Source: an optimization exercise on an open RTL-to-GDS flow (aim: small area and a short achievable clock period). Production flows keep margins and buffers that such runs may drop. The RTL was checked by simulation tests, not by an equivalence proof against the original design.

run a:
// div_pipeline
module div_pipeline (
    input clk,
    input reset,
    input start,
    input [7:0] dividend,
    input [7:0] divisor,
    output reg valid,
    output reg [7:0] quotient,
    output reg [7:0] remainder
);
    wire [0:0] s0_t = dividend[7:7];
    wire s0_hz = ~|divisor[7:1];
    wire [0:0] s0_g = ~s0_t & divisor[0:0];
    wire [0:0] s0_p = ~s0_t | divisor[0:0];
    wire s0_qb = s0_hz & ~s0_g[0];
    wire s0_nr0 = s0_t[0] ^ (s0_qb & (divisor[0] ^ 1'b0));
    wire [0:0] s0_nr = {s0_nr0};
    wire [7:0] s0_rd = {s0_nr, dividend[6:0]};
    wire [0:0] s0_q = s0_qb;
    wire [1:0] s1_t = s0_rd[7:6];
    wire s1_hz = ~|divisor[7:2];
    wire [1:0] s1_g = ~s1_t & divisor[1:0];
    wire [1:0] s1_p = ~s1_t | divisor[1:0];
    wire s1_G0_1 = s1_g[1] | (s1_p[1] & s1_g[0]);
    wire s1_P0_1 = s1_p[1] & s1_p[0];
    wire s1_qb = s1_hz & ~s1_G0_1;
    wire s1_nr0 = s1_t[0] ^ (s1_qb & (divisor[0] ^ 1'b0));
    wire s1_nr1 = s1_t[1] ^ (s1_qb & (divisor[1] ^ s1_g[0]));
    wire [1:0] s1_nr = {s1_nr1, s1_nr0};
    wire [7:0] s1_rd = {s1_nr, s0_rd[5:0]};
    wire [1:0] s1_q = {s0_q, s1_qb};
    wire [2:0] s2_t = s1_rd[7:5];
    wire s2_hz = ~|divisor[7:3];
    wire [2:0] s2_g = ~s2_t & divisor[2:0];
    wire [2:0] s2_p = ~s2_t | divisor[2:0];
    wire s2_G0_1 = s2_g[1] | (s2_p[1] & s2_g[0]);
    wire s2_P0_1 = s2_p[1] & s2_p[0];
    wire s2_G1_2 = s2_g[2] | (s2_p[2] & s2_G0_1);
    wire s2_P1_2 = s2_p[2] & s2_P0_1;
    wire s2_qb = s2_hz & ~s2_G1_2;
    wire s2_nr0 = s2_t[0] ^ (s2_qb & (divisor[0] ^ 1'b0));
    wire s2_nr1 = s2_t[1] ^ (s2_qb & (divisor[1] ^ s2_g[0]));
  ...
Size: about 450 cells after synthesis, roughly 36 I/O pins, ~4200 sq um of cells after synthesis.
Settings: LEC_CHECK=0, ABC_AREA=1, CAP_MARGIN=20, CORE_MARGIN=2, CORE_UTILIZATION=40, SETUP_SLACK_MARGIN=0.9, SLEW_MARGIN=20; clock period 2.5 ns.
standard.sh (not shown) runs the stock make flow with config.mk's settings and CLKGATE_MAP_FILE= SYNTH_SCRIPT=/design/flow/synth_recipe.tcl, a recipe that flattens the netlist after the stock synthesis.
==> flow/flow/run.sh <==
#!/bin/bash
# Standard ORFS layout (the standard.sh, unchanged synthesis) with these
# changes: ports are buffered with buf_1 instead of the tool's default pick,
# and CTS builds the tree from clkbuf_4 without dummy loads.
# The make output goes to flow_make.log; ORFS keeps per-step logs in orfs/logs.
set -euo pipefail
bash standard.sh \
  "BUFFER_PORTS_ARGS=-buffer_cell sky130_fd_sc_hd__buf_1" \
  "CTS_ARGS=-sink_clustering_enable -repair_clock_nets -dont_use_dummy_load -buf_list sky130_fd_sc_hd__clkbuf_4 -root_buf sky130_fd_sc_hd__clkbuf_4" \
  finish > flow_make.log 2>&1
Changes in run b relative to run a:
-- flow/design.v --
<<< run a, line 45
    wire [7:0] s2_rd = {s2_nr, s1_rd[4:0]};
    wire [2:0] s2_q = {s1_q, s2_qb};
    reg [7:0] r3_rd, r3_d;
    reg [2:0] r3_q;
    reg r3_v;
    always @(posedge clk) begin
        r3_rd <= s2_rd;
        r3_d <= divisor;
        r3_q <= s2_q;
    end
>>> run b, line 45
    wire [7:0] s2_rd = {s2_nr, s1_rd[4:0]};
    wire [2:0] s2_q = {s1_q, s2_qb};
    reg [7:0] r3_rd, r3_dn;
    wire [7:0] r3_d = ~r3_dn;
    reg [2:0] r3_q;
    reg r3_v;
    always @(posedge clk) begin
        r3_rd <= s2_rd;
        r3_dn <= ~divisor;
        r3_q <= s2_q;
    end
<<< run a, line 77
    wire [7:0] s3_rd = {s3_nr, r3_rd[3:0]};
    wire [3:0] s3_q = {r3_q, s3_qb};
    reg [7:0] r4_rd, r4_d;
    reg [3:0] r4_q;
    reg r4_v;
    always @(posedge clk) begin
        r4_rd <= s3_rd;
        r4_d <= r3_d;
        r4_q <= s3_q;
    end
>>> run b, line 78
    wire [7:0] s3_rd = {s3_nr, r3_rd[3:0]};
    wire [3:0] s3_q = {r3_q, s3_qb};
    reg [7:0] r4_rd, r4_dn;
    wire [7:0] r4_d = ~r4_dn;
    reg [3:0] r4_q;
    reg r4_v;
    always @(posedge clk) begin
        r4_rd <= s3_rd;
        r4_dn <= ~r3_d;
        r4_q <= s3_q;
    end
<<< run a, line 112
    wire [7:0] s4_rd = {s4_nr, r4_rd[2:0]};
    wire [4:0] s4_q = {r4_q, s4_qb};
    reg [7:0] r5_rd, r5_d;
    reg [4:0] r5_q;
    reg r5_v;
    always @(posedge clk) begin
        r5_rd <= s4_rd;
        r5_d <= r4_d;
        r5_q <= s4_q;
    end
>>> run b, line 114
    wire [7:0] s4_rd = {s4_nr, r4_rd[2:0]};
    wire [4:0] s4_q = {r4_q, s4_qb};
    reg [7:0] r5_rd, r5_dn;
    wire [7:0] r5_d = ~r5_dn;
    reg [4:0] r5_q;
    reg r5_v;
    always @(posedge clk) begin
        r5_rd <= s4_rd;
        r5_dn <= ~r4_d;
        r5_q <= s4_q;
    end
<<< run a, line 152
    wire [7:0] s5_rd = {s5_nr, r5_rd[1:0]};
    wire [5:0] s5_q = {r5_q, s5_qb};
    reg [7:0] r6_rd, r6_d;
    reg [5:0] r6_q;
    reg r6_v;
    always @(posedge clk) begin
        r6_rd <= s5_rd;
        r6_d <= r5_d;
        r6_q <= s5_q;
    end
>>> run b, line 155
    wire [7:0] s5_rd = {s5_nr, r5_rd[1:0]};
    wire [5:0] s5_q = {r5_q, s5_qb};
    reg [7:0] r6_rd, r6_dn;
    wire [7:0] r6_d = ~r6_dn;
    reg [5:0] r6_q;
    reg r6_v;
    always @(posedge clk) begin
        r6_rd <= s5_rd;
        r6_dn <= ~r5_d;
        r6_q <= s5_q;
    end
<<< run a, line 197
    wire [7:0] s6_rd = {s6_nr, r6_rd[0:0]};
    wire [6:0] s6_q = {r6_q, s6_qb};
    reg [7:0] r7_rd, r7_d;
    reg [6:0] r7_q;
    reg r7_v;
    always @(posedge clk) begin
        r7_rd <= s6_rd;
        r7_d <= r6_d;
        r7_q <= s6_q;
    end
>>> run b, line 201
    wire [7:0] s6_rd = {s6_nr, r6_rd[0:0]};
    wire [6:0] s6_q = {r6_q, s6_qb};
    reg [7:0] r7_rd, r7_dn;
    wire [7:0] r7_d = ~r7_dn;
    reg [6:0] r7_q;
    reg r7_v;
    always @(posedge clk) begin
        r7_rd <= s6_rd;
        r7_dn <= ~r6_d;
        r7_q <= s6_q;
    end
Against run a, run b reports a growth of design area from synthesis to finish that is higher.
Diff run b..run a | number of buffers added to fix hold violations after cts | unchanged
Status: portion of the layout cell area used by clock cells parity (run b, run a)
Against run a as the reference, run b delivers a lower final net count.
Of run b and run a, run a shows the higher total placed instance area, with run b below it.
Run b vs run a: critical path depth down
Run b vs. run a: worst setup slack went down by 0.0043 ns.
Taking run a as the reference, in run b clock slew at the register clock pins of the worst setup and hold paths shows no meaningful change; count of plain and timing-repair buffers shows a reduction of 2.
Going from run a to run b, core utilization has increased; relative area of non-clock buffer cells in the final design has decreased.

## separate check: timing with driven ports
In the flow no input, the clock included, has a driving cell. The finished layouts below were timed again as built, in two steps. Step 1 sets driving cells, clkbuf_16 on the clock port and buf_2 on the other inputs (assumed; they add their load-dependent delay and slew). Step 2 adds t to the input delays and takes it off the output delays; t is the mean of the earliest and latest rising clock arrival at the registers after step 1. Input paths then give back, and output paths get back, about the clock's delay inside the block. Slacks: ideal ports / drivers / drivers and shift; pairs: ideal ports / drivers.
run | shift t [ns] | setup slack, ns | worst setup path at the end | worst register clock-pin slew, ns | pins driven straight from the clock port
run a | 0.483 | 1.003 / 1.003 / 0.667 | input to register | 0.10 / 0.10 | 1
run b | 0.498 | 0.999 / 0.999 / 0.589 | input to register | 0.12 / 0.12 | 1
After both steps every run listed still meets setup and hold. The setup slack of run b, which loses most, moves by 0.000 ns with the drivers and by -0.410 ns with both steps.
